What follows belongs to an exercise in optimizing a design on an open flow for small area, a short achievable clock period and few clock cycles; a production flow would make more cautious choices. Function was checked by simulation only, so behaviour that the tests miss may differ from the original. Power is estimated from default activity; no workload was simulated.

===== design/flow/flow/run.sh =====
#!/bin/bash
# The standard layout, with timing repair aiming at a larger setup margin
# and the port buffers made with sky130_fd_sc_hd__buf_2.
set -euo pipefail
sed 's/SETUP_SLACK_MARGIN=[0-9.]*/SETUP_SLACK_MARGIN=5.5/' standard.sh > standard_margin.sh
export BUFFER_PORTS_ARGS="-buffer_cell sky130_fd_sc_hd__buf_2"
bash standard_margin.sh > standard.log 2>&1

===== design/flow/standard.sh =====
#!/bin/bash
# synth_recipe.tcl (not shown) runs the flow's synth.tcl, then flattens the netlist and writes it again
# the make line also repeats each setting of config.mk as NAME=value (left out here)
make -C /OpenROAD-flow-scripts/flow DESIGN_CONFIG=/design/flow/config.mk WORK_HOME=/design/flow/orfs CLKGATE_MAP_FILE= SYNTH_SCRIPT=/design/flow/synth_recipe.tcl "${@:-finish}"

===== design/flow/config.mk =====
export PLATFORM = sky130hd
export DESIGN_NAME = cpu
export DESIGN_NICKNAME = cpu
export VERILOG_FILES = /design/flow/design.v
export SDC_FILE = /design/flow/constraint.sdc
export NUM_CORES = 4
export LEC_CHECK = 0
export ABC_AREA = 1
export CAP_MARGIN = 20
export CORE_MARGIN = 2
export CORE_UTILIZATION = 40
export CTS_CLUSTER_DIAMETER = 100
export CTS_CLUSTER_SIZE = 30
export SETUP_SLACK_MARGIN = 5.0
export SLEW_MARGIN = 20

===== design/flow/constraint.sdc =====
create_clock -name core_clock -period 8.0 [get_ports {clk}]
set_input_delay 1.6000 -clock core_clock [delete_from_list [all_inputs] [get_ports {clk}]]
set_output_delay 1.6000 -clock core_clock [all_outputs]
set_load 0.01 [all_outputs]

===== design/flow/design.v =====
module ALUb
	(output wire [7:0] Result,
	 output wire [3:0] NZVC,
	 input  wire [7:0] A, B,
	 input  wire y_b, y_nb, y_one, cin, pen, gen, arith, cinv);
	wire [7:0] Y = (B & {8{y_b}}) | (~B & {8{y_nb}}) | {8{y_one}};
	wire [7:0] p = A ^ Y;
	wire [7:0] g = A & Y;
	wire [8:0] c;
	assign c[0] = cin;
	genvar i;
	generate for (i = 0; i < 8; i = i + 1) begin : chain
		assign c[i+1] = (g[i] & arith) | (p[i] & c[i]);
	end endgenerate
	wire [7:0] lr = (p & {8{pen}}) ^ (g & {8{gen}});
	assign Result = lr ^ c[7:0];
	assign NZVC = {Result[7], 1'b0, c[8] ^ c[7], c[8] ^ cinv};
endmodule
module cpu
	(output wire [7:0] address,
	 output wire [7:0] to_memory,
	 output wire write,
	 input  wire [7:0] from_memory,
	 input  wire clk, reset);
	localparam [3:0] S_OP = 4'd0, S_IMM = 4'd1, S_DLD = 4'd2, S_DST = 4'd3, S_BR = 4'd4,
	                 S_LD1 = 4'd5, S_LD2 = 4'd6, S_WR = 4'd7, S_HALT = 4'd8;
	reg [7:0] A, B, AR, RP;
	reg [3:0] F;           
	reg zpend, zsrc;
	wire z_now = zpend ? ~|(zsrc ? B : A) : F[2];
	reg [3:0] irl;         
	reg [3:0] st;
	reg aluv, fast, cap, pv;
	wire [7:0] d = from_memory;
	assign address = AR;
	reg [7:0] W;
	reg wr;
	assign write = wr;
	assign to_memory = W;
	wire ar_io = &AR[7:5];
	wire rp_io = &RP[7:5];
	wire ar_fastok = ~ar_io & (AR[6:0] != 7'h7F) & (AR != 8'hDF);
	wire rp_fastok = ~rp_io & (RP[6:0] != 7'h7F) & (RP != 8'hDF);
	wire same_rg = (AR[7] == RP[7]) & (ar_io == rp_io);
	wire wants = (st == S_OP) | (st == S_IMM) | (st == S_DLD) | (st == S_DST) | (st == S_BR);
	wire avail = fast | cap | ar_io;
	wire consume = wants & avail;
	wire op_alu = d[6];
	wire op_imm = d[7] & ~d[4] & ~d[0];
	wire op_dld = d[7] & ~d[4] & d[0];
	wire op_dst = d[7] & d[4];
	wire op_br  = d[5];
	wire op_valid = ((d[7:4] == 4'h4) & (d[3:0] >= 4'h2) & (d[3:0] <= 4'hD)) |
	                (d == 8'h86) | (d == 8'h88) | (d == 8'h87) | (d == 8'h89) |
	                (d == 8'h96) | (d == 8'h97) |
	                ((d[7:4] == 4'h2) & (d[3:0] <= 4'h8));
	reg bad;
	reg taken;
	always @(*) begin
		case (irl)
			4'h0: taken = 1'b1;
			4'h1: taken = F[3];
			4'h2: taken = ~F[3];
			4'h3: taken = z_now;
			4'h4: taken = ~z_now;
			4'h5: taken = F[1];
			4'h6: taken = ~F[1];
			4'h7: taken = F[0];
			default: taken = ~F[0];
		endcase
	end
	wire [3:0] o = d[3:0];
	wire dsub = (o == 4'h3);
	wire dinc = (o == 4'h6) | (o == 4'h7);
	wire ddec = (o == 4'h8) | (o == 4'h9);
	wire dadd = (o == 4'h2) | (o == 4'hD);
	wire dand = (o == 4'h4);
	wire dor  = (o == 4'h5);
	wire dnot = (o == 4'hB) | (o == 4'hC);
	reg c_yb, c_ynb, c_yone, c_cin, c_arith;
	always @(posedge clk) begin
		c_yb    <= dadd | dand | dor | (o == 4'hA);
		c_ynb   <= dsub;
		c_yone  <= ddec | dnot;
		c_cin   <= dsub | dinc;
		c_arith <= dadd | dsub | dinc | ddec;
	end
	wire c_pen   = ~(irl == 4'h4);
	wire c_gen   = (irl == 4'h4) | (irl == 4'h5);
	wire c_cinv  = (irl == 4'h3) | (irl == 4'h8) | (irl == 4'h9);
	wire alu_to_b = (irl == 4'h7) | (irl == 4'h9) | (irl == 4'hC) | (irl == 4'hD);
	wire [7:0] alu_r;
	wire [3:0] alu_f;
	ALUb alu (.Result(alu_r), .NZVC(alu_f), .A(A), .B(B),
	          .y_b(c_yb), .y_nb(c_ynb), .y_one(c_yone), .cin(c_cin), .pen(c_pen),
	          .gen(c_gen), .arith(c_arith), .cinv(c_cinv));
	wire ld_now = (st == S_IMM & consume) | (st == S_LD1 & ar_io) | (st == S_LD2);
	wire ld_b = ~irl[1];
	wire ret = (st == S_WR) | (st == S_LD1 & ar_io) | (st == S_LD2);
	wire clob = (st == S_WR) & same_rg;
	wire pv_eff = pv & ~clob;
	wire hold = (st == S_LD1) & ~ar_io & ~(same_rg & pv);
	wire sel_d = consume & ((st == S_DLD) | (st == S_DST) | ((st == S_BR) & taken));
	wire use_rp = (st == S_LD1) | (st == S_LD2) | (st == S_WR);
	wire step_a = fast | ~avail;
	wire inc = use_rp ? (ret & (pv ? (pv_eff & rp_fastok) : 1'b1)) :
	           (wants & (~step_a | ar_fastok));
	wire [7:0] base = use_rp ? RP : AR;
	wire [7:0] base1 = base + 8'd1;
	wire [7:0] nxt = sel_d ? d : hold ? AR : inc ? base1 : base;
	always @(posedge clk or negedge reset) begin
		if (!reset) begin
			A <= 8'd0; B <= 8'd0; F <= 4'd0; AR <= 8'd0;
			st <= S_OP; aluv <= 1'b0; fast <= 1'b0; cap <= 1'b0; bad <= 1'b0; zpend <= 1'b0; wr <= 1'b0;
		end else begin
			zpend <= aluv;
			if (zpend) F[2] <= z_now;
			if (aluv) begin
				{F[3], F[1:0]} <= {alu_f[3], alu_f[1:0]};
				if (alu_to_b) B <= alu_r; else A <= alu_r;
			end
			if (ld_now) begin
				if (ld_b) B <= d; else A <= d;
			end
			aluv <= consume & (st == S_OP) & op_alu;
			AR <= nxt;
			if (ret) begin
				fast <= pv_eff & rp_fastok;
				cap <= pv_eff & ~rp_fastok;
			end else if (wants) begin
				fast <= ~sel_d & step_a & ar_fastok;
				cap <= ~sel_d & step_a & ~ar_fastok;
			end
			bad <= consume & (st == S_OP) & ~op_valid;
			wr <= ~bad & consume & (st == S_DST);
			if (bad) st <= S_HALT;
			else case (st)
				S_OP:  if (consume)
					st <= op_alu ? S_OP : op_imm ? S_IMM : op_dld ? S_DLD :
					      op_dst ? S_DST : op_br ? S_BR : S_HALT;
				S_IMM, S_BR: if (consume) st <= S_OP;
				S_DLD: if (consume) st <= S_LD1;
				S_DST: if (consume) st <= S_WR;
				S_LD1: st <= ar_io ? S_OP : S_LD2;
				S_LD2, S_WR: st <= S_OP;
				default: ;
			endcase
		end
	end
	always @(posedge clk) begin
		zsrc <= alu_to_b;
		W <= irl[0] ? B : A;
		if (consume && st == S_OP) irl <= d[3:0];
		if (consume && (st == S_DLD || st == S_DST)) begin
			RP <= AR;
			pv <= fast;
		end
	end
endmodule

==> results of run 1 <==
-- how the worst max path moves through the flow --
stage	to	startpoint	cells after the start	slack [ns]
2_1_floorplan	bad	from_memory[2]	7	5.61
3_3_place_gp	bad	from_memory[2]	8	5.38
3_5_place_dp	bad	from_memory[2]	8	5.27
4_1_cts	address[1]	AR[1]	1	5.49
5_1_grt	F[0]	B[0]	21	5.46
6_report	address[0]	AR[0]	1	5.49
-- power breakdown --
group | leakage, nW | switching, mW | internal [mW]
clock network | 0.120 | 0.140 | 0.192
registers | 0.657 | 0.0120 | 0.347
logic | 1.49 | 0.0714 | 0.0454
total | 2.26 | 0.223 | 0.584
-- cell families after synthesis --
group           after synthesis  synth area share
simple gates                248             0.282
flops                        65             0.395
buf+inv                      85            0.0857
compound gates              116             0.167
fa+ha+maj                     9            0.0275
xor+xnor                     20            0.0427
-- repair_timing --
| action | CTS | global route |
|---|---|---|
| endpoints found under the setup margin | 8 | 20 |
| gates resized for setup | 7 | 19 |
| cloned | 0 | 0 |
| buffers inserted | 8 | 7 |
| pin swaps | 0 | 7 |
| hold buffers | 0 | 0 |
-- state kept, by name, indices dropped and copies added, names as in the netlist, 4 cells and up --
register and cells:
AR 8, A 8, st 4, irl 4, W 8, F 4, B 8, RP 8
-- metrics by stage --
stage	instances	hold slack, ns	total power, mW
6_report	724	0.492	0.807
2_1_floorplan	543	0.447	0.442
3_3_place_gp	693	0.475	0.468
5_1_grt	724	0.524	0.844
3_5_place_dp	693	0.473	0.470
4_1_cts	717	0.503	0.801
-- routing by layer --
layer	wire length [um]	GRT usage	part of all wire	vias up
li1	-	-	-	1892
met1	5360	0.293	0.48	1793
met2	5030	0.315	0.45	86
met3	437	0.0309	0.039	21
met4	255	0.0857	0.023	0
met5	0	0	0	-
-- layout by cell type (no fill, tap or decap), types with 6 or more instances in the layout --
cell,instances
nand4_1,10
dfxtp_1,12
xor2_1,11
nand2_2,21
a21oi_1,29
buf_2,21
nand3_1,28
nand2_1,117
inv_1,62
edfxtp_1,13
a31oi_1,6
o211ai_1,7
nand2_4,9
clkbuf_8,11
buf_4,15
xnor2_1,9
dfrtp_1,34
o21ai_0,44
inv_2,10
nor2_1,43
o21ai_1,6
ha_1,9
-- Yosys cell counts, types with 2 or more instances --
library cell | instances | share of area
nand2_1 | 124 | 0.11
inv_1 | 62 | 0.057
o21ai_0 | 45 | 0.055
nor2_1 | 43 | 0.039
dfrtp_1 | 38 | 0.23
nand3_1 | 30 | 0.037
a21oi_1 | 29 | 0.035
nand2_2 | 18 | 0.027
dfxtp_1 | 14 | 0.068
edfxtp_1 | 13 | 0.095
xor2_1 | 11 | 0.023
inv_2 | 10 | 0.0092
nand4_1 | 10 | 0.015
ha_1 | 9 | 0.027
xnor2_1 | 9 | 0.019
o211ai_1 | 7 | 0.013
a31oi_1 | 6 | 0.0092
nand2_4 | 5 | 0.014
o21ai_1 | 5 | 0.0061
o22ai_1 | 5 | 0.0076
buf_6 | 4 | 0.011
clkbuf_1 | 4 | 0.0037
a211oi_1 | 3 | 0.0055
a22oi_1 | 3 | 0.0055
clkinv_1 | 3 | 0.0027
nand3_2 | 3 | 0.0073
nor2_2 | 3 | 0.0046
nor3_1 | 3 | 0.0037
a21oi_2 | 2 | 0.0043
and2_1 | 2 | 0.0031
nor2_4 | 2 | 0.0055
nor3_2 | 2 | 0.0049
o21a_1 | 2 | 0.0037
o21ai_2 | 2 | 0.0043
-- area by class of cell --
cell class	count	area [um2]
Multi-Input combinational cell	393	2170
Clock inverter	5	76.3
Tap cell	133	166
Clock buffer	11	151
Inverter	76	290
Sequential cell	65	1630
Timing Repair Buffer	41	274
Fill cell	960	5100
==> key figures, run 1 <==
Clocking
  • Clock Path Buffers: 2
  • Clk sinks: 65
  • Max H-tree Level: 3
  • Worst-path clk slew: 0.07 ns
  • CTS tree: yes
  • CTS Root Cell: clkbuf_8
  • CTS buffer count: 9
  • Clock Latency Late Sink: 0.36 ns

Yosys
  • Ys async rst share: 0.585
  • Sequential share of the synthesized area: 0.395
  • Number of enable flip-flop cells after synthesis: 13
  • Yosys warnings: 1
  • Syn_nets: 562
  • Yosys reg bits: 65
  • Avg Cell Area, Syn: 7.55 um2
  • Yosys cell types: 46
  • Syn Inst Count: 543
  • Post-synth top flop: dfrtp_1
  • Synthesized area: 4100 um2

Setup path
  • Worst EP arrival: 0.91 ns
  • FF-to-FF End: A[7]
  • Worst-path cell chain: buf_6
  • Reg2reg start: B[0]
  • Worst EP required: 6.40 ns
  • Crit end category: primary output
  • Setup CP Type: register to primary output
  • Type of origin of the critical path: register
  • Crit path buf inv count: 1
  • CP max-delay cell: dfrtp_2
  • Crit-path max FO: 2
  • FF-to-FF setup slack: 5.65 ns
  • Cells on worst reg2reg path: 21
  • CP top delay family: flip-flops
  • Slowest stage delay, CP: 0.43 ns

STA
  • Final-report setup violation count: 0
  • RSZ-0062 raised after global routing: true
  • Crit path time final: 2.51 ns
  • Setup TNS: 0 ns
  • Rel. slew slack: 0.382
  • Max Slew Vio Count: 0
  • PnR worst setup slack: 5.49 ns
  • Fmax: 399 MHz
  • Final hold violation count: 0
  • Worst-Margin Slew: 0.927 ns
  • Tcrit/Tclk final: 0.313
  • Setup Skew: 0.00873 ns

Finish
  • Area delta synth->final: 16.1%
  • Layout cells sized above 1: 0.210
  • Nets@finish: 605
  • Post-route cell area: 4760 um2
  • Final Util: 0.483
  • Diodes inserted: 0

Min path
  • Hold endpoint: F[0]
  • Hold Crit Depth: 2
  • Min-delay src: F[0]
  • Hold Crit Class: register to register

Die
  • Die area: 11100 um2
  • Die X: 105 um
  • Die Y: 105 um
  • Num ports: 27
  • Core footprint: 9860 um2
  • Starting Density: 0.416
  • Row Count: 36

Pwr
  • Leakage power: 2.26 nW
  • Max VDD drop: 0.0000844 V
  • PwrDens: 169 nW/um2

Placed design
  • RePlAce Congestion: 0.890
  • Post-Place Setup Slack: 5.27 ns
  • Post-placement cell area: 4330 um2
  • I/O Buffers: 26
  • Post-DP HPWL: 7.75 mm

Flow run
  • MaxCap Viol Count: 0

Global route
  • First-pass GRT wire length: 18.1 mm
  • Total grt overflow: 0
  • Largest net degree at the start of global routing: 39
  • Gr usage total: 0.207
  • Number of global-route vias before repair: 3538
  • Initial antenna violation count: 0

Drt
  • Post-route ant nets: 0
  • Vias/cell: 5.24
  • WL final: 11.1 mm
  • DR vias: 3792
  • DR pass1 iterations: 5
  • Initial DRC count: 265
  • # DRC: 0
  • Routed len/inst: 15.3 um

Outcome
  • Status: complete, no violations
Testbench counts, summed over its fixed seeds: cycles 69,132.
==> run 2, diff against run 1 <==
==> design/flow/flow/run.sh (replaced) <==
#!/bin/bash
# The standard layout, with timing repair aiming at a larger setup margin
# and the port buffers made with sky130_fd_sc_hd__buf_2.
set -euo pipefail
sed 's/SETUP_SLACK_MARGIN=[0-9.]*/SETUP_SLACK_MARGIN=5.6/' standard.sh > standard_margin.sh
export BUFFER_PORTS_ARGS="-buffer_cell sky130_fd_sc_hd__buf_2"
bash standard_margin.sh > standard.log 2>&1
--- a/design/flow/config.mk
+++ b/design/flow/config.mk
@@ -9,7 +9,5 @@
 export CAP_MARGIN = 20
 export CORE_MARGIN = 2
 export CORE_UTILIZATION = 40
-export CTS_CLUSTER_DIAMETER = 100
-export CTS_CLUSTER_SIZE = 30
 export SETUP_SLACK_MARGIN = 5.0
 export SLEW_MARGIN = 20
==> key figures, run 2 <==
Finish
  • Diodes inserted: 0 (unchanged)
  • Layout cells sized above 1: 0.239 (+0.0289)
  • Most frequent cells in the layout: nand2_1 (114), inv_1 (62), o21ai_0 (42), nor2_1 (42), dfrtp_1 (34)
  • Layout fillers: 946 (-1.5%)
  • Fin cells: 732 (+1.1%)
  • Most common cell after layout, fill and taps aside: nand2_1
  • Post-route cell area: 4890 um2 (+2.8%)
  • Area delta synth->final: 19.3%
  • Nets@finish: 613 (+1.3%)

Drt
  • WL final: 11.3 mm (+1.7%)
  • Routed len/inst: 15.4 um (+0.59%)
  • DR pass1 iterations: 5 (unchanged)
  • # DRC: 0 (unchanged)
  • Initial DRC count: 247 (-6.8%)
  • Post-route ant nets: 0 (unchanged)
  • DR vias: 3828 (+0.95%)
  • Vias/cell: 5.23 (-0.15%)

Placed design
  • RePlAce Congestion: 0.890 (unchanged)
  • Cells after DPL: 693 (unchanged)
  • Post-placement cell area: 4330 um2 (unchanged)
  • Post-DP HPWL: 7.75 mm (unchanged)
  • I/O Buffers: 26 (unchanged)

Pwr
  • Clock network power share: 0.408 (-0.003)
  • Logic pwr share: 0.150 (+0.005)
  • Overall power: 0.814 mW (+0.81%)
  • Leakage power: 2.32 nW (+2.6%)
  • Sw Pwr: 0.226 mW (+1.4%)
  • Max VDD drop: 0.0000839 V (-0.58%)
  • PwrDens: 166 nW/um2 (-1.9%)
  • Internal power: 0.587 mW (+0.59%)
  • Reg power frac: 0.442 (-0.003)
  • Net Sw Frac: 0.278 (+0.00154)

Clocking
  • Clk sinks: 65 (unchanged)
  • CTS tree: yes
  • Worst-path clk slew: 0.08 ns (about the same)
  • CTS buffer count: 9 (unchanged)
  • CTS Root Cell: clkbuf_8
  • Clock Path Buffers: 2 (unchanged)
  • Clock Latency Late Sink: 0.36 ns (about the same)
  • Max H-tree Level: 3 (unchanged)

Die
  • Die X: 105 um (unchanged)
  • Num ports: 27 (unchanged)
  • Starting Density: 0.416 (unchanged)
  • Die area: 11100 um2 (unchanged)
  • Die Y: 105 um (unchanged)
  • Core footprint: 9860 um2 (unchanged)
  • Row Count: 36 (unchanged)

Global route
  • Gr usage total: 0.207 (+0.000394)
  • Met3 usage in global routing: 0.0309 (unchanged)
  • Number of global-route vias before repair: 3547 (+0.25%)
  • First-pass GRT wire length: 18.1 mm (+0.19%)
  • GR peak layer: met2
  • M2 GR Usage: 0.317 (+0.00138)
  • Largest net degree at the start of global routing: 39 (unchanged)
  • Initial antenna violation count: 0 (unchanged)
  • Total grt overflow: 0 (unchanged)
  • Routing usage on met1: 0.293 (unchanged)

Yosys
  • Yosys cell types: 46 (unchanged)
  • Top cells by count, synth: nand2_1 (124), inv_1 (62), o21ai_0 (45)
  • Number of enable flip-flop cells after synthesis: 13 (unchanged)
  • Most frequent cell after synthesis: nand2_1
  • Largest cells by area after synthesis: dfrtp_1 (23%), nand2_1 (11%), edfxtp_1 (9.5%), dfxtp_1 (6.8%), inv_1 (5.7%)
  • Post-synth top flop: dfrtp_1
  • Sequential share of the synthesized area: 0.395 (unchanged)
  • Avg Cell Area, Syn: 7.55 um2 (unchanged)
  • Syn_nets: 562 (unchanged)
  • Ys async rst share: 0.585 (unchanged)
  • Yosys reg bits: 65 (unchanged)
  • Syn Inst Count: 543 (unchanged)
  • Share of the synthesized area in the top cell type: 0.232 (unchanged)
  • Synthesized area: 4100 um2 (unchanged)
  • Yosys warnings: 1 (unchanged)
  • Top cell type by total area after synthesis: dfrtp_1

STA
  • Max Slew Vio Count: 0 (unchanged)
  • Setup TNS: 0 ns (unchanged)
  • Crit path time final: 2.51 ns (+0.000710 ns)
  • Final hold violation count: 0 (unchanged)
  • Worst hold slack: 0.493 ns (+0.000929 ns)
  • Final-report setup violation count: 0 (unchanged)
  • Worst-Margin Slew: 0.915 ns (-0.0125 ns)
  • Tcrit/Tclk final: 0.313 (about the same)
  • Setup Skew: 0.0111 ns (+0.00237 ns)
  • RSZ-0062 raised after global routing: true
  • Rel. slew slack: 0.390 (+0.00831)
  • Fmax: 399 MHz (about the same)

Min path
  • Hold endpoint: F[0]
  • Hold Crit Depth: 2 (unchanged)
  • Hold Crit Class: register to register
  • Min-delay src: F[0]

Flow run
  • MaxCap Viol Count: 0 (unchanged)

Setup path
  • FF-to-FF End: A[7]
  • Slowest stage delay, CP: 0.43 ns (about the same)
  • Worst EP required: 6.40 ns (about the same)
  • CP Depth: 1 (unchanged)
  • Setup CP Type: register to primary output
  • Crit-path max FO: 2 (unchanged)
  • FF-to-FF setup slack: 5.67 ns (+0.02 ns)
  • Crit path buf inv count: 1 (unchanged)
  • CP max-delay cell: dfrtp_2
  • Crit end category: primary output
  • CP top delay family: flip-flops
  • Worst-path cell chain: buf_6
  • Reg2reg start: B[0]
  • Cells on worst reg2reg path: 21 (unchanged)
  • Type of origin of the critical path: register
  • Worst EP arrival: 0.91 ns (about the same)

Outcome
  • Status: complete, no violations
-- run 2: cell types whose count changed in the layout (fill, tap and decap cells not counted), sizes merged --
cell	before	now
buf	41	49
-- run 2: how the worst max path moves through the flow --
stage / from / end / slack [ns]
2_1_floorplan: from_memory[2] / bad / 5.61
3_3_place_gp: from_memory[2] / bad / 5.38
3_5_place_dp: from_memory[2] / bad / 5.27
4_1_cts: AR[1] / address[1] / 5.49
5_1_grt: B[0] / F[0] / 5.46
6_report: AR[0] / address[0] / 5.49
-- run 2: power by group through the flow --
stage / Combinational (mW) / Sequential, mW / Clock (mW)
finish: 0.122 / 0.359 / 0.332
CTS: 0.105 / 0.359 / 0.337
floorplan: 0.0814 / 0.360 / 0
global route: 0.139 / 0.361 / 0.350
detailed placement: 0.104 / 0.365 / 0
global placement: 0.103 / 0.365 / 0
-- run 2: repair_timing --
action / 4_1_cts / 5_1_grt
gates resized for setup: 9 / 34
pin swaps: 0 / 12
setup buffers: 8 / 15
setup endpoints to repair: 10 / 37
hold buffers: 0 / 0
-- run 2: final cells by class --
type                       instances  area, um2  share of cell area
clock inverter                     5       76.3              0.0156
multi-input combinational        393       2210               0.452
sequential                        65       1630               0.334
tap                              133        166              0.0340
timing repair buffer              49        365              0.0747
inverter                          76        290              0.0593
clock buffer                      11        151              0.0309
-- run 2: worst reg2reg max path: cells and delay by family (launching register included) --
kind	cells	cell delay, ns
flip-flops	1	0.43
AND/OR/NAND/NOR	17	1.20
AO/OA/AOI/OAI	3	0.28
adder cells (fa/ha/maj)	1	0.32
-- run 2: logic make-up after synthesis --
logic type | count (synthesis) | synth area share
compound gates | 116 | 0.167
xor+xnor | 20 | 0.0427
fa+ha+maj | 9 | 0.0275
buf+inv | 85 | 0.0857
flops | 65 | 0.395
simple gates | 248 | 0.282
-- run 2: per-layer routing --
| metal | share of wire | vias up |
|---|---|---|
| met4 | 0.020 | 0 |
| met2 | 0.46 | 98 |
| li1 | - | 1898 |
| met3 | 0.045 | 18 |
| met1 | 0.48 | 1814 |
| met5 | 0 | - |
-- run 2: stage by stage --
step / setup slack, ns / utilization
floorplan: 5.61 / -
global placement: 5.38 / 0.439
detailed placement: 5.27 / 0.439
CTS: 5.49 / 0.471
global route: 5.46 / 0.496
finish: 5.49 / 0.496
==> run 3, diff against run 2 <==
==> design/flow/flow/run.sh (replaced) <==
#!/bin/bash
# The standard layout, with timing repair aiming at a larger setup margin
# and the port buffers made with sky130_fd_sc_hd__buf_2.
set -euo pipefail
sed 's/SETUP_SLACK_MARGIN=[0-9.]*/SETUP_SLACK_MARGIN=5.35/' standard.sh > standard_margin.sh
export BUFFER_PORTS_ARGS="-buffer_cell sky130_fd_sc_hd__buf_2"
bash standard_margin.sh > standard.log 2>&1
==> key figures, run 3 <==
Outcome
  • Status: complete, no violations

STA
  • Worst-Margin Slew: 0.923 ns (+0.00815 ns)
  • RSZ-0062 raised after global routing: true
  • Setup Skew: 0.00900 ns (-0.00210 ns)
  • Crit path time final: 2.59 ns (+0.0857 ns)
  • Fmax: 386 MHz (-3.3%)
  • Rel. slew slack: 0.385 (-0.00543)
  • Max Slew Vio Count: 0 (unchanged)
  • Tcrit/Tclk final: 0.324 (+0.0107)
  • Setup TNS: 0 ns (unchanged)
  • Final-report setup violation count: 0 (unchanged)
  • Final hold violation count: 0 (unchanged)

Yosys
  • Number of enable flip-flop cells after synthesis: 13 (unchanged)
  • Ys async rst share: 0.585 (unchanged)
  • Synthesized area: 4100 um2 (unchanged)
  • Yosys cell types: 46 (unchanged)
  • Largest cells by area after synthesis: dfrtp_1 (23%), nand2_1 (11%), edfxtp_1 (9.5%), dfxtp_1 (6.8%), inv_1 (5.7%)
  • Syn Inst Count: 543 (unchanged)
  • Avg Cell Area, Syn: 7.55 um2 (unchanged)
  • Share of the synthesized area in the top cell type: 0.232 (unchanged)
  • Yosys warnings: 1 (unchanged)
  • Most frequent cell after synthesis: nand2_1
  • Post-synth top flop: dfrtp_1
  • Top cells by count, synth: nand2_1 (124), inv_1 (62), o21ai_0 (45)
  • Yosys reg bits: 65 (unchanged)
  • Sequential share of the synthesized area: 0.395 (unchanged)
  • Syn_nets: 562 (unchanged)
  • Top cell type by total area after synthesis: dfrtp_1

Die
  • Die area: 11100 um2 (unchanged)
  • Num ports: 27 (unchanged)
  • Core footprint: 9860 um2 (unchanged)
  • Die Y: 105 um (unchanged)
  • Starting Density: 0.416 (unchanged)
  • Die X: 105 um (unchanged)
  • Row Count: 36 (unchanged)

Clocking
  • Hold_buf cts: 0 (unchanged)
  • CTS buffer count: 9 (unchanged)
  • Clock Path Buffers: 2 (unchanged)
  • CTS Root Cell: clkbuf_8
  • Worst-path clk slew: 0.08 ns (about the same)
  • Clock Latency Late Sink: 0.36 ns (about the same)
  • Clk sinks: 65 (unchanged)
  • CTS tree: yes
  • Max H-tree Level: 3 (unchanged)

Drt
  • Vias/cell: 5.21 (-0.32%)
  • DR pass1 iterations: 5 (unchanged)
  • Initial DRC count: 224 (-9.3%)
  • WL final: 10.6 mm (-5.6%)
  • Post-route ant nets: 0 (unchanged)
  • DR vias: 3696 (-3.4%)
  • # DRC: 0 (unchanged)
  • Routed len/inst: 15.0 um (-2.5%)

Placed design
  • RePlAce Congestion: 0.890 (unchanged)
  • I/O Buffers: 26 (unchanged)
  • Post-DP HPWL: 7.75 mm (unchanged)

Global route
  • First-pass GRT wire length: 17.7 mm (-2.1%)
  • Number of global-route vias before repair: 3483 (-1.8%)
  • Total grt overflow: 0 (unchanged)
  • Gr usage total: 0.203 (-0.00484)
  • Largest net degree at the start of global routing: 39 (unchanged)
  • Initial antenna violation count: 0 (unchanged)

Setup path
  • Type of origin of the critical path: register
  • Crit end category: primary output
  • Worst EP required: 6.40 ns (about the same)
  • Worst-path cell chain: buf_2
  • CP max-delay cell: dfrtp_1
  • Crit-path max FO: 6 (+4)
  • Worst EP arrival: 0.99 ns (+0.08 ns)
  • Slowest stage delay, CP: 0.46 ns (+0.03 ns)
  • Setup CP Type: register to primary output
  • CP top delay family: flip-flops
  • Crit path buf inv count: 1 (unchanged)

Finish
  • Most common cell after layout, fill and taps aside: nand2_1
  • Final Util: 0.463 (-0.0330)
  • Most frequent cells in the layout: nand2_1 (122), inv_1 (62), o21ai_0 (45)
  • Area delta synth->final: 11.4%
  • Layout fillers: 973 (+2.9%)
  • Nets@finish: 590 (-3.8%)
  • Layout cells sized above 1: 0.170 (-0.0686)
  • Diodes inserted: 0 (unchanged)

Pwr
  • PwrDens: 175 nW/um2 (+5.1%)
  • Logic pwr share: 0.133 (-0.017)
  • Clock network power share: 0.416 (+0.008)
  • Reg power frac: 0.450 (+0.008)
  • Internal power: 0.580 mW (-1.4%)
  • Sw Pwr: 0.219 mW (-3.3%)
  • Max VDD drop: 0.0000839 V (about the same)
  • Leakage power: 2.16 nW (-6.9%)
  • Net Sw Frac: 0.274 (-0.00402)

Flow run
  • MaxCap Viol Count: 0 (unchanged)

Min path
  • Hold Crit Class: register to register
==> run 3: cell count changes in the layout (fill, tap and decap cells not counted), sizes merged <==
cell / change
clkinv: +1
buf: -23
clkinvlp: -1
==> run 3: worst reg2reg max path, delay by kind of cell (launching register included) <==
family	cells	cell delay, ns
AOI/OAI and AO/OA	3	0.29
adders and majority gates	1	0.30
DFF	1	0.43
and+or+nand+nor	17	1.26
==> run 3: layout make-up <==
class                      count  area (um2)  share of cell area
sequential                    65        1630               0.356
inverter                      76         287              0.0627
multi-input combinational    393        2130               0.467
tap                          133         166              0.0364
timing repair buffer          26         130              0.0285
clock inverter                 5        76.3              0.0167
clock buffer                  11         151              0.0331
==> run 3: repair_timing <==
action                     4_1_cts  5_1_grt
gates resized for setup          0        5
hold endpoints to repair         0        0
setup endpoints to repair        0        4
setup buffers                    0        0
==> run 3: per-stage QoR <==
stage	hold slack (ns)	power, mW	cells	worst slack [ns]	area [um2]
2_1_floorplan	0.447	0.442	543	5.61	4100
3_3_place_gp	0.475	0.468	693	5.38	4330
3_5_place_dp	0.473	0.470	693	5.27	4330
4_1_cts	0.503	0.801	709	5.35	4560
5_1_grt	0.524	0.835	709	5.34	4570
6_report	0.491	0.798	709	5.41	4570
==> run 3: cells by family (layout without fill, tap and decap cells) <==
group / after synthesis / after routing / synth area share
adders and majority gates: 9 / 9 / 0.0275
and+or+nand+nor: 248 / 248 / 0.282
AOI/OAI and AO/OA: 116 / 116 / 0.167
xor gates and xnor gates: 20 / 20 / 0.0427
DFF: 65 / 65 / 0.395
buffers and inverters: 85 / 118 / 0.0857
==> run 3: path summary, 6_finish.rpt <==
| check | from | endpoint | slack, ns | cells past startpoint |
|---|---|---|---|---|
| worst max-delay path | AR[5] | address[5] | 5.41 | 1 |
| worst min-delay path | F[0] | F[0] | 0.49 | 2 |
| worst max register to register | B[0] | A[7] | 5.61 | 21 |
| worst min register to register | F[0] | F[0] | 0.49 | 2 |
| max in group asynchronous | reset | AR[7] | 5.99 | 1 |
| min in group asynchronous | reset | A[5] | 1.38 | 1 |
==> run 3: routing by layer <==
| layer | up-vias | wire length, um | GRT usage |
|---|---|---|---|
| li1 | 1861 | - | - |
| met2 | 76 | 4750 | 0.310 |
| met5 | - | 0 | 0 |
| met1 | 1745 | 5300 | 0.287 |
| met4 | 0 | 165 | 0.0657 |
| met3 | 14 | 422 | 0.0402 |
==> run 3: power by group through the flow <==
stage	clock, mW	combinational (mW)	sequential (mW)
after floorplan	0	0.0814	0.360
after global placement	0	0.103	0.365
after detailed placement	0	0.104	0.365
after CTS	0.337	0.105	0.359
after global routing	0.352	0.123	0.361
final	0.332	0.107	0.359
==> run 4, diff against run 3 <==
==> design/flow/flow/run.sh (replaced) <==
#!/bin/bash
# The standard layout, with timing repair aiming at a larger setup margin
# and the port buffers made with sky130_fd_sc_hd__buf_2.
set -euo pipefail
sed 's/SETUP_SLACK_MARGIN=[0-9.]*/SETUP_SLACK_MARGIN=5.2/' standard.sh > standard_margin.sh
export BUFFER_PORTS_ARGS="-buffer_cell sky130_fd_sc_hd__buf_2"
bash standard_margin.sh > standard.log 2>&1
==> key figures, run 4 <==
Yosys
  • Ys async rst share: 0.585 (unchanged)
  • Most frequent cell after synthesis: nand2_1
  • Yosys cell types: 46 (unchanged)
  • Number of enable flip-flop cells after synthesis: 13 (unchanged)
  • Yosys warnings: 1 (unchanged)
  • Synthesized area: 4100 um2 (unchanged)
  • Top cell type by total area after synthesis: dfrtp_1
  • Sequential share of the synthesized area: 0.395 (unchanged)
  • Post-synth top flop: dfrtp_1
  • Syn_nets: 562 (unchanged)
  • Syn Inst Count: 543 (unchanged)
  • Share of the synthesized area in the top cell type: 0.232 (unchanged)
  • Yosys reg bits: 65 (unchanged)
  • Top cells by count, synth: nand2_1 (124), inv_1 (62), o21ai_0 (45)
  • Largest cells by area after synthesis: dfrtp_1 (23%), nand2_1 (11%), edfxtp_1 (9.5%), dfxtp_1 (6.8%), inv_1 (5.7%)
  • Avg Cell Area, Syn: 7.55 um2 (unchanged)

Setup path
  • Crit-path max FO: 7 (+1)
  • CP top delay family: flip-flops
  • Slowest stage delay, CP: 0.49 ns (+0.03 ns)
  • Cells on worst reg2reg path: 21 (unchanged)
  • Crit end category: primary output
  • Worst-path cell chain: buf_2
  • FF-to-FF End: A[7]
  • CP Depth: 1 (unchanged)
  • CP max-delay cell: dfrtp_1
  • Worst EP required: 6.40 ns (about the same)
  • Critical Path Start: AR[7]
  • FF-to-FF setup slack: 5.50 ns (-0.11 ns)
  • Type of origin of the critical path: register
  • Crit path buf inv count: 1 (unchanged)
  • Setup CP Type: register to primary output
  • Reg2reg start: c_yb
  • Worst EP arrival: 1.03 ns (+0.04 ns)

Drt
  • # DRC: 0 (unchanged)
  • Post-route ant nets: 0 (unchanged)
  • Initial DRC count: 215 (-4.0%)
  • Vias/cell: 5.19 (-0.51%)
  • DR pass1 iterations: 5 (unchanged)
  • Routed len/inst: 14.9 um (-0.41%)
  • DR vias: 3677 (-0.51%)
  • WL final: 10.6 mm (-0.41%)

Flow run
  • MaxCap Viol Count: 0 (unchanged)

Clocking
  • CTS resizes: 0 (unchanged)
  • Post-CTS setup buffers: 0 (unchanged)
  • Worst-path clk slew: 0.07 ns (about the same)
  • Hold_buf cts: 0 (unchanged)
  • Clk sinks: 65 (unchanged)
  • Clock Path Buffers: 2 (unchanged)
  • CTS tree: yes
  • Max H-tree Level: 3 (unchanged)
  • CTS Root Cell: clkbuf_8
  • Clock Latency Late Sink: 0.36 ns (about the same)
  • CTS buffer count: 9 (unchanged)

Finish
  • Layout fillers: 970 (-0.31%)
  • Nets@finish: 590 (unchanged)
  • Area delta synth->final: 11.2%
  • Layout cells sized above 1: 0.161 (-0.00868)
  • Diodes inserted: 0 (unchanged)
  • Most frequent cells in the layout: nand2_1 (124), inv_1 (62), o21ai_0 (45)
  • Most common cell after layout, fill and taps aside: nand2_1

Global route
  • First-pass GRT wire length: 17.7 mm (unchanged)
  • Gr usage total: 0.203 (unchanged)
  • Largest net degree at the start of global routing: 39 (unchanged)
  • Total grt overflow: 0 (unchanged)
  • Initial antenna violation count: 0 (unchanged)
  • Number of global-route vias before repair: 3483 (unchanged)

STA
  • RSZ-0062 raised after global routing: false
  • Setup Skew: 0.00829 ns (-0.000710 ns)
  • Max Slew Vio Count: 0 (unchanged)
  • Setup TNS: 0 ns (unchanged)
  • Tcrit/Tclk final: 0.329 (+0.00514)
  • Worst-Margin Slew: 0.925 ns (+0.00210 ns)
  • Final-report setup violation count: 0 (unchanged)
  • Rel. slew slack: 0.383 (-0.00140)
  • Crit path time final: 2.63 ns (+0.0411 ns)
  • Fmax: 380 MHz (-1.6%)
  • Final hold violation count: 0 (unchanged)
  • PnR worst setup slack: 5.37 ns (-0.0411 ns)

Min path
  • Hold Crit Class: register to register
  • Min-delay src: F[0]
  • Hold endpoint: F[0]
  • Hold Crit Depth: 2 (unchanged)

Die
  • Die X: 105 um (unchanged)
  • Die Y: 105 um (unchanged)
  • Num ports: 27 (unchanged)
  • Core footprint: 9860 um2 (unchanged)
  • Row Count: 36 (unchanged)
  • Die area: 11100 um2 (unchanged)
  • Starting Density: 0.416 (unchanged)

Placed design
  • Post-Place Setup Slack: 5.27 ns (unchanged)
  • RePlAce Congestion: 0.890 (unchanged)
  • I/O Buffers: 26 (unchanged)
  • Post-DP HPWL: 7.75 mm (unchanged)

Pwr
  • PwrDens: 175 nW/um2 (about the same)
  • Leakage power: 2.16 nW (about the same)
  • Max VDD drop: 0.0000839 V (about the same)

Outcome
  • Status: complete, no violations
## run 4: cells by family (layout without fill, tap and decap cells)
kind of cell | Yosys count | in the layout | synth area share
flip-flops | 65 | 65 | 0.395
AO/OA/AOI/OAI | 116 | 116 | 0.167
XOR/XNOR | 20 | 20 | 0.0427
adder cells (fa/ha/maj) | 9 | 9 | 0.0275
AND/OR/NAND/NOR | 248 | 248 | 0.282
buffers and inverters | 85 | 118 | 0.0857
## run 4: cell type report
| cell class | instances | area, um2 | area share |
|---|---|---|---|
| clock inverter | 5 | 76.3 | 0.0167 |
| tap | 133 | 166 | 0.0365 |
| inverter | 76 | 287 | 0.0628 |
| clock buffer | 11 | 151 | 0.0332 |
| multi-input combinational | 393 | 2130 | 0.467 |
| sequential | 65 | 1620 | 0.356 |
| timing repair buffer | 26 | 130 | 0.0285 |
## run 4: worst max-delay path by stage
| stage | end | slack, ns |
|---|---|---|
| 6_report | address[7] | 5.37 |
| 2_1_floorplan | bad | 5.61 |
| 3_3_place_gp | bad | 5.38 |
| 5_1_grt | A[7] | 5.23 |
| 4_1_cts | address[7] | 5.35 |
| 3_5_place_dp | bad | 5.27 |
## run 4: stage by stage
| stage | hold slack, ns | total power, mW | utilization | area (um2) | std cells |
|---|---|---|---|---|---|
| finish | 0.491 | 0.796 | 0.462 | 4560 | 709 |
| global route | 0.524 | 0.834 | 0.462 | 4560 | 709 |
| CTS | 0.503 | 0.801 | 0.462 | 4560 | 709 |
| detailed placement | 0.473 | 0.470 | 0.439 | 4330 | 693 |
| global placement | 0.475 | 0.468 | 0.439 | 4330 | 693 |
| floorplan | 0.447 | 0.442 | - | 4100 | 543 |
## run 4: per-layer routing
| layer | global-route usage | part of all wire |
|---|---|---|
| met5 | 0 | 0 |
| met4 | 0.0657 | 0.015 |
| met3 | 0.0402 | 0.034 |
| met2 | 0.310 | 0.45 |
| met1 | 0.287 | 0.50 |
## run 4: power breakdown
| part | internal (mW) | switching [mW] | total (mW) | leakage, nW |
|---|---|---|---|---|
| clock | 0.192 | 0.139 | 0.331 | 0.120 |
| combinational | 0.0406 | 0.0650 | 0.106 | 1.38 |
| sequential | 0.347 | 0.0123 | 0.359 | 0.659 |
==> run 5, diff against run 4 <==
==> design/flow/flow/run.sh (replaced) <==
#!/bin/bash
# The standard layout, with timing repair aiming at a larger setup margin
# and the port buffers made with sky130_fd_sc_hd__buf_2.
set -euo pipefail
sed 's/SETUP_SLACK_MARGIN=[0-9.]*/SETUP_SLACK_MARGIN=5.45/' standard.sh > standard_margin.sh
export BUFFER_PORTS_ARGS="-buffer_cell sky130_fd_sc_hd__buf_2"
bash standard_margin.sh > standard.log 2>&1
==> key figures, run 5 <==
Setup path
  • Crit path buf inv count: 1 (unchanged)
  • FF-to-FF setup slack: 5.63 ns (+0.13 ns)
  • Slowest stage delay, CP: 0.42 ns (-0.07 ns)
  • Setup CP Type: register to primary output
  • Crit-path max FO: 5 (-2)
  • Worst EP required: 6.40 ns (about the same)
  • CP top delay family: flip-flops
  • Worst-path cell chain: buf_2
  • CP max-delay cell: dfrtp_1
  • Crit end category: primary output
  • Worst EP arrival: 0.93 ns (-0.10 ns)
  • Type of origin of the critical path: register

Yosys
  • Ys async rst share: 0.585 (unchanged)
  • Synthesized area: 4100 um2 (unchanged)
  • Share of the synthesized area in the top cell type: 0.232 (unchanged)
  • Number of enable flip-flop cells after synthesis: 13 (unchanged)
  • Sequential share of the synthesized area: 0.395 (unchanged)
  • Most frequent cell after synthesis: nand2_1
  • Yosys warnings: 1 (unchanged)
  • Top cell type by total area after synthesis: dfrtp_1
  • Syn Inst Count: 543 (unchanged)
  • Largest cells by area after synthesis: dfrtp_1 (23%), nand2_1 (11%), edfxtp_1 (9.5%), dfxtp_1 (6.8%), inv_1 (5.7%)
  • Synth Area in Compound Gates: 0.167 (unchanged)
  • Main combinational cell family by area after synthesis: simple AND/OR/NAND/NOR gates
  • Yosys cell types: 46 (unchanged)
  • Area share of and/or/nand/nor cells after synthesis: 0.282 (unchanged)
  • Avg Cell Area, Syn: 7.55 um2 (unchanged)
  • Syn_nets: 562 (unchanged)
  • Synth Area in Adders: 0.0275 (unchanged)
  • Yosys reg bits: 65 (unchanged)
  • Post-synth top flop: dfrtp_1
  • Top cells by count, synth: nand2_1 (124), inv_1 (62), o21ai_0 (45)
  • Mux cell area share after synthesis: 0 (unchanged)
  • Post-synthesis xor/xnor area fraction: 0.0427 (unchanged)

Finish
  • Nets@finish: 599 (+1.5%)
  • Layout cells sized above 1: 0.190 (+0.0283)
  • Fin cells: 718 (+1.3%)
  • Diodes inserted: 0 (unchanged)
  • Most common cell after layout, fill and taps aside: nand2_1
  • Most frequent cells in the layout: nand2_1 (122), inv_1 (62), o21ai_0 (44)
  • Area delta synth->final: 13.4%
  • Layout fillers: 970 (unchanged)
  • Final Util: 0.471 (+0.00913)

STA
  • Worst-Margin Slew: 0.923 ns (-0.00145 ns)
  • Setup Skew: 0.00958 ns (+0.00130 ns)
  • Setup TNS: 0 ns (unchanged)
  • Rel. slew slack: 0.384 (+0.000967)
  • Crit path time final: 2.53 ns (-0.107 ns)
  • Final-report setup violation count: 0 (unchanged)
  • Final hold violation count: 0 (unchanged)
  • RSZ-0062 raised after global routing: true
  • Max Slew Vio Count: 0 (unchanged)
  • Tcrit/Tclk final: 0.316 (-0.0134)
  • Fmax: 396 MHz (+4.2%)

Pwr
  • Leakage power: 2.21 nW (+2.3%)
  • Max VDD drop: 0.0000837 V (-0.21%)
  • Sw Pwr: 0.217 mW (+0.23%)
  • Logic pwr share: 0.136 (+0.003)
  • Net Sw Frac: 0.272 (about the same)
  • Internal power: 0.580 mW (+0.20%)
  • Reg power frac: 0.450 (about the same)
  • Clock network power share: 0.414 (-0.002)
  • PwrDens: 172 nW/um2 (-1.7%)

Clocking
  • Max H-tree Level: 3 (unchanged)
  • CTS buffer count: 9 (unchanged)
  • Worst-path clk slew: 0.08 ns (about the same)
  • CTS Root Cell: clkbuf_8
  • CTS tree: yes
  • Clk sinks: 65 (unchanged)
  • Clock Latency Late Sink: 0.36 ns (about the same)
  • Clock Path Buffers: 2 (unchanged)

Global route
  • Total grt overflow: 0 (unchanged)
  • Gr usage total: 0.207 (+0.00431)
  • Number of global-route vias before repair: 3533 (+1.4%)
  • Largest net degree at the start of global routing: 39 (unchanged)
  • Initial antenna violation count: 0 (unchanged)
  • First-pass GRT wire length: 18.0 mm (+1.9%)

Die
  • Die X: 105 um (unchanged)
  • Num ports: 27 (unchanged)
  • Row Count: 36 (unchanged)
  • Starting Density: 0.416 (unchanged)
  • Core footprint: 9860 um2 (unchanged)
  • Die area: 11100 um2 (unchanged)
  • Die Y: 105 um (unchanged)

Placed design
  • I/O Buffers: 26 (unchanged)
  • RePlAce Congestion: 0.890 (unchanged)
  • Cells after DPL: 693 (unchanged)
  • Post-DP HPWL: 7.75 mm (unchanged)

Drt
  • # DRC: 0 (unchanged)
  • Initial DRC count: 232 (+7.9%)
  • Post-route ant nets: 0 (unchanged)
  • DR pass1 iterations: 5 (unchanged)
  • Routed len/inst: 15.1 um (+1.2%)
  • Vias/cell: 5.21 (+0.44%)
  • DR vias: 3740 (+1.7%)
  • WL final: 10.9 mm (+2.5%)

Outcome
  • Status: complete, no violations

Flow run
  • MaxCap Viol Count: 0 (unchanged)

Min path
  • Hold Crit Class: register to register
run 5: cell counts after synthesis:
Identical to the previous run, type by type.
run 5: final cells by class:
cell class / count / area, um2 / area share
timing repair buffer: 35 / 198 / 0.0425
clock buffer: 11 / 151 / 0.0326
sequential: 65 / 1630 / 0.350
multi-input combinational: 393 / 2140 / 0.461
clock inverter: 5 / 76.3 / 0.0164
tap: 133 / 166 / 0.0358
inverter: 76 / 287 / 0.0616
run 5: path summary, 6_finish.rpt:
| check | startpoint | endpoint | cells after the start |
|---|---|---|---|
| setup / recovery | AR[3] | address[3] | 1 |
| hold / removal | F[0] | F[0] | 2 |
| setup reg to reg | B[0] | A[7] | 21 |
| hold reg to reg | F[0] | F[0] | 2 |
| max in group asynchronous | reset | AR[7] | 1 |
| min in group asynchronous | reset | A[5] | 1 |
run 5: worst reg2reg max path, cell delays in order (launching register included):
cell and delay (ns):
dfrtp_1 0.43, a21oi_1 0.14, o21ai_1 0.08, ha_1 0.29, nand2_1 0.08, nand2_2 0.06, nand2_1 0.07, nand2_2 0.06
nand2_1 0.07, nand2_2 0.06, nand2_1 0.07, nand2_2 0.07, nand2_1 0.07, nand2_2 0.06, nand2_1 0.09, nand2_2 0.08
nand2_4 0.08, nand2_2 0.07, nand2_2 0.07, nand3_1 0.08, nand2_1 0.13, o21ai_2 0.06
run 5: kinds of logic after synthesis:
kind of cell	Yosys count
buffers and inverters	85
adders and majority gates	9
and+or+nand+nor	248
DFF	65
xor gates and xnor gates	20
AOI/OAI and AO/OA	116
run 5: timing repair:
action,in CTS,in global routing
resized for setup,4,7
hold buffers,0,0
setup endpoints to repair,7,10
buffers inserted,7,2
pin swaps,0,1
run 5: routing by layer:
| layer | GRT usage | wire [um] | share of wire |
|---|---|---|---|
| met1 | 0.293 | 5190 | 0.48 |
| met2 | 0.315 | 4880 | 0.45 |
| met3 | 0.0309 | 554 | 0.051 |
| met4 | 0.0857 | 225 | 0.021 |
| met5 | 0 | 0 | 0 |
run 5: per-stage QoR:
step	hold WS [ns]	power [mW]	setup slack, ns	cell area (um2)
floorplan	0.447	0.442	5.61	4100
global placement	0.475	0.468	5.38	4330
detailed placement	0.473	0.470	5.27	4330
CTS	0.503	0.801	5.46	4620
global route	0.524	0.835	5.38	4650
finish	0.492	0.798	5.47	4650
run 5: power by group through the flow:
stage | Sequential, mW | Clock (mW) | Combinational (mW)
global placement | 0.365 | 0 | 0.103
floorplan | 0.360 | 0 | 0.0814
global route | 0.361 | 0.350 | 0.125
finish | 0.359 | 0.330 | 0.108
CTS | 0.359 | 0.337 | 0.105
detailed placement | 0.365 | 0 | 0.104
==> run 6, diff against run 5 <==
==> design/flow/flow/run.sh (replaced) <==
#!/bin/bash
# The standard layout (standard.sh), with two changes in how it is made:
#  - timing repair aims at a setup margin of 5.45 ns instead of 5.0 ns;
#  - the port buffers are made with sky130_fd_sc_hd__buf_2.
# The design, constraints, clock period and all other settings are the standard flow's.
# The whole output of the tools goes to standard.log (and ORFS's own logs).
set -euo pipefail
sed 's/SETUP_SLACK_MARGIN=[0-9.]*/SETUP_SLACK_MARGIN=5.45/' standard.sh > standard_margin.sh
export BUFFER_PORTS_ARGS="-buffer_cell sky130_fd_sc_hd__buf_2"
bash standard_margin.sh > standard.log 2>&1
==> key figures, run 6 <==
Outcome
  • Status: complete, no violations

Setup path
  • Critical Path Sink: address[3]
  • FF-to-FF setup slack: 5.63 ns (about the same)
  • CP top delay family: flip-flops
  • CP max-delay cell: dfrtp_1
  • Critical Path Start: AR[3]
  • Reg2reg start: B[0]
  • Crit end category: primary output
  • Cells on worst reg2reg path: 21 (unchanged)
  • Type of origin of the critical path: register
  • Worst-path cell chain: buf_2
  • Crit path buf inv count: 1 (unchanged)
  • Worst EP arrival: 0.93 ns (about the same)
  • Setup CP Type: register to primary output
  • Crit-path max FO: 5 (unchanged)
  • Slowest stage delay, CP: 0.42 ns (about the same)
  • CP Depth: 1 (unchanged)
  • Worst EP required: 6.40 ns (about the same)
  • FF-to-FF End: A[7]

Pwr
  • Logic pwr share: 0.136 (about the same)
  • Internal power: 0.580 mW (unchanged)
  • Clock network power share: 0.414 (about the same)
  • Leakage power: 2.21 nW (unchanged)
  • Net Sw Frac: 0.272 (unchanged)
  • Max VDD drop: 0.0000837 V (unchanged)
  • Sw Pwr: 0.217 mW (unchanged)
  • Reg power frac: 0.450 (about the same)
  • PwrDens: 172 nW/um2 (unchanged)

Clocking
  • Worst-path clk slew: 0.08 ns (about the same)
  • Hold_buf cts: 0 (unchanged)
  • CTS Root Cell: clkbuf_8
  • Max H-tree Level: 3 (unchanged)
  • Clk sinks: 65 (unchanged)
  • CTS buffer count: 9 (unchanged)
  • Clock Latency Late Sink: 0.36 ns (about the same)
  • CTS tree: yes
  • Clock Path Buffers: 2 (unchanged)

Finish
  • Post-route cell area: 4650 um2 (unchanged)
  • Fin cells: 718 (unchanged)
  • Layout cells sized above 1: 0.190 (unchanged)
  • Most frequent cells in the layout: nand2_1 (122), inv_1 (62), o21ai_0 (44)
  • Most common cell after layout, fill and taps aside: nand2_1
  • Final Util: 0.471 (unchanged)
  • Diodes inserted: 0 (unchanged)
  • Area delta synth->final: 13.4% (unchanged)
  • Nets@finish: 599 (unchanged)

Yosys
  • Number of enable flip-flop cells after synthesis: 13 (unchanged)
  • Most frequent cell after synthesis: nand2_1
  • Yosys warnings: 1 (unchanged)
  • Share of the synthesized area in the top cell type: 0.232 (unchanged)
  • Sequential share of the synthesized area: 0.395 (unchanged)
  • Post-synth top flop: dfrtp_1
  • Syn_nets: 562 (unchanged)
  • Largest cells by area after synthesis: dfrtp_1 (23%), nand2_1 (11%), edfxtp_1 (9.5%), dfxtp_1 (6.8%), inv_1 (5.7%)
  • Avg Cell Area, Syn: 7.55 um2 (unchanged)
  • Syn Inst Count: 543 (unchanged)
  • Yosys cell types: 46 (unchanged)
  • Synthesized area: 4100 um2 (unchanged)
  • Yosys reg bits: 65 (unchanged)
  • Top cells by count, synth: nand2_1 (124), inv_1 (62), o21ai_0 (45)
  • Ys async rst share: 0.585 (unchanged)
  • Top cell type by total area after synthesis: dfrtp_1

Placed design
  • Post-placement cell area: 4330 um2 (unchanged)
  • Post-DP HPWL: 7.75 mm (unchanged)
  • Cells after DPL: 693 (unchanged)
  • I/O Buffers: 26 (unchanged)
  • RePlAce Congestion: 0.890 (unchanged)

Die
  • Starting Density: 0.416 (unchanged)
  • Row Count: 36 (unchanged)
  • Core footprint: 9860 um2 (unchanged)
  • Num ports: 27 (unchanged)
  • Die X: 105 um (unchanged)
  • Die area: 11100 um2 (unchanged)
  • Die Y: 105 um (unchanged)

Global route
  • Number of global-route vias before repair: 3533 (unchanged)
  • Largest net degree at the start of global routing: 39 (unchanged)
  • Gr usage total: 0.207 (unchanged)
  • Total grt overflow: 0 (unchanged)
  • Initial antenna violation count: 0 (unchanged)
  • First-pass GRT wire length: 18.0 mm (unchanged)

Drt
  • WL final: 10.9 mm (unchanged)
  • Initial DRC count: 232 (unchanged)
  • Vias/cell: 5.21 (unchanged)
  • Routed len/inst: 15.1 um (unchanged)
  • Post-route ant nets: 0 (unchanged)
  • # DRC: 0 (unchanged)
  • DR vias: 3740 (unchanged)
  • DR pass1 iterations: 5 (unchanged)

STA
  • Final-report setup violation count: 0 (unchanged)
  • Fmax: 396 MHz (unchanged)
  • Final hold violation count: 0 (unchanged)
  • Crit path time final: 2.53 ns (unchanged)
  • Setup Skew: 0.00958 ns (unchanged)
  • Worst-Margin Slew: 0.923 ns (unchanged)
  • Rel. slew slack: 0.384 (unchanged)
  • Tcrit/Tclk final: 0.316 (unchanged)
  • Max Slew Vio Count: 0 (unchanged)
  • Setup TNS: 0 ns (unchanged)
  • RSZ-0062 raised after global routing: true

Flow run
  • MaxCap Viol Count: 0 (unchanged)

Min path
  • Hold Crit Class: register to register
-- run 6: logic make-up after synthesis --
family | Yosys count | synth area share
buffers and inverters | 85 | 0.0857
DFF | 65 | 0.395
AOI/OAI and AO/OA | 116 | 0.167
adders and majority gates | 9 | 0.0275
xor gates and xnor gates | 20 | 0.0427
and+or+nand+nor | 248 | 0.282
-- run 6: area by class of cell --
cell class	instances	area (um2)
Clock buffer	11	151
Multi-Input combinational cell	393	2140
Tap cell	133	166
Sequential cell	65	1630
Timing Repair Buffer	35	198
Clock inverter	5	76.3
Inverter	76	287
Fill cell	970	5220
-- run 6: worst min-delay path, delay by kind of cell (launching register included) --
family	cells	cell delay, ns
flops	1	0.35
simple gates	2	0.11
-- run 6: routing by layer --
| layer | routed length [um] | track usage | share of wire |
|---|---|---|---|
| met5 | 0 | 0 | 0 |
| met4 | 225 | 0.0857 | 0.021 |
| met3 | 554 | 0.0309 | 0.051 |
| met2 | 4880 | 0.315 | 0.45 |
| met1 | 5190 | 0.293 | 0.48 |
-- run 6: repair_timing --
action / 4_1_cts / 5_1_grt
resized for setup: 4 / 7
pin swaps: 0 / 1
endpoints found under the setup margin: 7 / 10
buffers inserted: 7 / 2
-- run 6: worst min-delay path by stage --
stage	start	end	slack [ns]	cells past startpoint
4_1_cts	F[0]	F[0]	0.50	2
3_3_place_gp	F[0]	F[0]	0.47	2
2_1_floorplan	fast	pv	0.45	0
3_5_place_dp	fast	pv	0.47	0
6_report	F[0]	F[0]	0.49	2
5_1_grt	fast	pv	0.52	0
-- run 6: per-stage QoR --
stage                     hold slack, ns  power (mW)  setup slack [ns]
final                              0.492       0.798              5.47
after global routing               0.524       0.835              5.38
after CTS                          0.503       0.801              5.46
after detailed placement           0.473       0.470              5.27
after global placement             0.475       0.468              5.38
after floorplan                    0.447       0.442              5.61
-- run 6: power groups by stage --
stage | registers [mW] | logic (mW) | clock network (mW)
6_report | 0.359 | 0.108 | 0.330
5_1_grt | 0.361 | 0.125 | 0.350
4_1_cts | 0.359 | 0.105 | 0.337
3_5_place_dp | 0.365 | 0.104 | 0
3_3_place_gp | 0.365 | 0.103 | 0
2_1_floorplan | 0.360 | 0.0814 | 0
==> run 7, diff against run 6 <==
==> design/flow/flow/run.sh (replaced) <==
#!/bin/bash
# The standard layout (standard.sh), with three changes in how it is made:
#  - logic mapping with the ABC area script flow/abc_area.script (a copy of
#    the ORFS scripts folder is used, with only that file replaced; it adds
#    rounds of choice-based remapping and don't-care optimisation);
#  - timing repair aims at a setup margin of 5.45 ns instead of 5.0 ns;
#  - the port buffers are made with sky130_fd_sc_hd__buf_2.
# The design, constraints, clock period and all other settings are the standard flow's.
# The whole output of the tools goes to standard.log (and ORFS's own logs).
set -euo pipefail
here=$(pwd)
rm -rf "$here/orfs_scripts"
cp -r "$FLOW_HOME/scripts" "$here/orfs_scripts"
cp "$here/flow/abc_area.script" "$here/orfs_scripts/abc_area.script"
sed -e 's/SETUP_SLACK_MARGIN=[0-9.]*/SETUP_SLACK_MARGIN=5.45/' \
    -e "s|^make -C |make SCRIPTS_DIR=$here/orfs_scripts -C |" standard.sh > standard_custom.sh
export BUFFER_PORTS_ARGS="-buffer_cell sky130_fd_sc_hd__buf_2"
export CTS_ARGS="-sink_clustering_enable -repair_clock_nets -dont_use_dummy_load"
bash standard_custom.sh > standard.log 2>&1
==> design/flow/flow/abc_area.script (new file) <==
strash
dc2
dch -f
map -B 0.9
mfs
strash
dch -f
map -B 0.9
mfs
strash
dch -f
map -B 0.9
topo
stime -c
buffer -c
upsize -c
dnsize -c
==> key figures, run 7 <==
Yosys
  • Main combinational cell family by area after synthesis: simple AND/OR/NAND/NOR gates
  • Sequential share of the synthesized area: 0.409 (+0.0140)
  • Largest cells by area after synthesis: dfrtp_1 (24%), nand2_1 (12%), edfxtp_1 (9.9%), dfxtp_1 (7.1%), inv_1 (5.8%)
  • Top cell type by total area after synthesis: dfrtp_1
  • Synth Area in Adders: 0.0284 (+0.000972)
  • Post-synthesis xor/xnor area fraction: 0.0376 (-0.00512)
  • Post-synth top flop: dfrtp_1
  • Area share of and/or/nand/nor cells after synthesis: 0.284 (+0.00239)
  • Avg Cell Area, Syn: 7.66 um2 (+1.4%)
  • Ys async rst share: 0.585 (unchanged)
  • Mux cell area share after synthesis: 0 (unchanged)
  • Yosys reg bits: 65 (unchanged)
  • Synthesized area: 3960 um2 (-3.4%)
  • Top cells by count, synth: nand2_1 (124), inv_1 (61), nor2_1 (41)
  • Share of the synthesized area in the top cell type: 0.240 (+0.00821)
  • Number of enable flip-flop cells after synthesis: 13 (unchanged)
  • Syn Inst Count: 517 (-4.8%)
  • Most frequent cell after synthesis: nand2_1
  • Syn_nets: 536 (-4.6%)
  • Yosys cell types: 43 (-6.5%)
  • Synth Area in Compound Gates: 0.162 (-0.00453)
  • Yosys warnings: 1 (unchanged)

Global route
  • Largest net degree at the start of global routing: 39 (unchanged)
  • Gr usage total: 0.207 (-0.000307)
  • Initial antenna violation count: 0 (unchanged)
  • Number of global-route vias before repair: 3443 (-2.5%)
  • First-pass GRT wire length: 17.6 mm (-2.4%)
  • Total grt overflow: 0 (unchanged)

Placed design
  • I/O Buffers: 26 (unchanged)
  • Post-DP HPWL: 7.89 mm (+1.7%)
  • RePlAce Congestion: 0.912 (+2.4%)

STA
  • Worst-Margin Slew: 0.959 ns (+0.0355 ns)
  • Fmax: 398 MHz (+0.63%)
  • Max Slew Vio Count: 0 (unchanged)
  • Rel. slew slack: 0.361 (-0.0237)
  • Tcrit/Tclk final: 0.314 (-0.00199)
  • Setup Skew: 0.0148 ns (+0.00521 ns)
  • RSZ-0062 raised after global routing: true
  • Final-report setup violation count: 0 (unchanged)
  • Crit path time final: 2.51 ns (-0.0159 ns)
  • Final hold violation count: 0 (unchanged)
  • Setup TNS: 0 ns (unchanged)

Clocking
  • Max H-tree Level: 3 (unchanged)
  • Clock Path Buffers: 2 (unchanged)
  • CTS tree: yes
  • Clock Latency Late Sink: 0.34 ns (-0.02 ns)
  • Clk sinks: 65 (unchanged)
  • Hold_buf cts: 0 (unchanged)
  • CTS buffer count: 9 (unchanged)
  • CTS Root Cell: clkbuf_8
  • Worst-path clk slew: 0.07 ns (about the same)

Die
  • Die X: 104 um (-1.7%)
  • Starting Density: 0.409 (-0.00674)
  • Die area: 10700 um2 (-3.3%)
  • Row Count: 36 (unchanged)
  • Core footprint: 9680 um2 (-1.8%)
  • Num ports: 27 (unchanged)
  • Die Y: 104 um (-1.7%)

Finish
  • Nets@finish: 573 (-4.3%)
  • Most common cell after layout, fill and taps aside: nand2_1
  • Most frequent cells in the layout: nand2_1 (117), inv_1 (59), nor2_1 (41)
  • Layout fillers: 998 (+2.9%)
  • Diodes inserted: 0 (unchanged)
  • Layout cells sized above 1: 0.178 (-0.0122)
  • Area delta synth->final: 11.8%

Setup path
  • Crit end category: primary output
  • CP max-delay cell: dfrtp_1
  • Crit path buf inv count: 1 (unchanged)
  • CP top delay family: flip-flops
  • Slowest stage delay, CP: 0.42 ns (about the same)
  • Crit-path max FO: 4 (-1)
  • Setup CP Type: register to primary output
  • Worst EP arrival: 0.91 ns (-0.02 ns)
  • Worst-path cell chain: buf_2
  • Type of origin of the critical path: register
  • Worst EP required: 6.40 ns (about the same)

Pwr
  • PwrDens: 152 nW/um2 (-12%)
  • Overall power: 0.671 mW (-16%)
  • Max VDD drop: 0.0000743 V (-11%)
  • Leakage power: 2.09 nW (-5.6%)

Drt
  • Initial DRC count: 245 (+5.6%)
  • # DRC: 0 (unchanged)
  • DR vias: 3633 (-2.9%)
  • DR pass1 iterations: 5 (unchanged)
  • WL final: 10.7 mm (-1.9%)
  • Vias/cell: 5.30 (+1.8%)
  • Post-route ant nets: 0 (unchanged)
  • Routed len/inst: 15.6 um (+2.9%)

Min path
  • Hold Crit Class: register to register

Flow run
  • MaxCap Viol Count: 0 (unchanged)

Outcome
  • Status: complete, no violations
==> run 7: layout make-up <==
cell class                      instances  area [um2]  share of cell area
Timing Repair Buffer                   34         190              0.0429
Multi-Input combinational cell        374        2050               0.463
Inverter                               70         268              0.0605
Clock buffer                            9         124              0.0280
Tap cell                              133         166              0.0376
Sequential cell                        65        1630               0.368
==> run 7: through the flow <==
stage	area, um2	setup WS (ns)	util	hold WS [ns]	instances
finish	4430	5.49	0.457	0.490	685
global route	4430	5.45	0.457	0.497	685
CTS	4370	5.45	0.451	0.495	681
detailed placement	4210	5.40	0.435	0.469	668
global placement	4210	5.44	0.435	0.485	668
floorplan	3960	5.55	-	0.447	517
==> run 7: cell families after synthesis <==
kind of cell,Yosys count
DFF,65
and+or+nand+nor,240
xor gates and xnor gates,17
AOI/OAI and AO/OA,108
adders and majority gates,9
buffers and inverters,78
==> run 7: layer usage <==
metal,up-vias,GRT usage,wire length (um)
met3,23,0.0384,553
met5,-,0,0
li1,1787,-,-
met1,1725,0.303,5340
met4,0,0.0772,246
met2,98,0.303,4510
==> run 7: worst paths after layout <==
check                      startpoint    endpoint  slack, ns  cells after the start
max                             AR[4]  address[4]       5.49                      1
min                              fast          pv       0.49                      0
max reg2reg                      B[0]        A[7]       5.65                     21
min reg2reg                      fast          pv       0.49                      0
max in group asynchronous       reset       AR[7]       5.93                      1
min in group asynchronous       reset        A[6]       1.40                      1
==> run 7: power breakdown <==
part           leakage, nW  switching (mW)  internal, mW
registers            0.662          0.0126         0.346
logic                 1.36          0.0623        0.0366
clock network       0.0647           0.113         0.100
total                 2.09           0.188         0.483
==> run 7: timing repair <==
item                                    in CTS  in global routing
gates resized for setup                      5                 13
endpoints found under the setup margin       5                 10
buffers inserted                             4                  4
pin swaps                                    0                  5

re-timing with driven ports:
The flow's constraints put no driver on any port. The routed layouts listed below were extracted and timed again, unchanged, in two steps. Step 1 sets driving cells, clkbuf_16 on the clock port and buf_2 on the other inputs (assumed; they add their load-dependent delay and slew). Step 2 adds t to the input delays and takes it off the output delays; t is the mean of the earliest and latest rising clock arrival at the registers after step 1. Input paths then give back, and output paths get back, about the clock's delay inside the block. a / b / c = no drivers / after step 1 / after step 2; a / b = the first two.
run | shift t [ns] | slack for setup (ns) | hold WS [ns] | worst register clock-pin slew, ns | cell pins on the clock port's net
run 1 | 0.389 | 5.494 / 5.460 / 5.308 | 0.492 / 0.492 / 0.492 | 0.08 / 0.08 | 1
run 2 | 0.391 | 5.493 / 5.459 / 5.302 | 0.493 / 0.493 / 0.493 | 0.08 / 0.08 | 1
run 3 | 0.387 | 5.407 / 5.376 / 5.268 | 0.491 / 0.491 / 0.491 | 0.08 / 0.08 | 1
run 4 | 0.388 | 5.366 / 5.335 / 5.265 | 0.491 / 0.491 / 0.491 | 0.08 / 0.08 | 1
run 5 | 0.384 | 5.474 / 5.440 / 5.261 | 0.492 / 0.492 / 0.492 | 0.08 / 0.08 | 1
run 6 | 0.384 | 5.474 / 5.440 / 5.261 | 0.492 / 0.492 / 0.492 | 0.08 / 0.08 | 1
run 7 | 0.369 | 5.489 / 5.453 / 5.381 | 0.490 / 0.490 / 0.490 | 0.07 / 0.07 | 1
After both steps setup and hold are still met in every run listed.
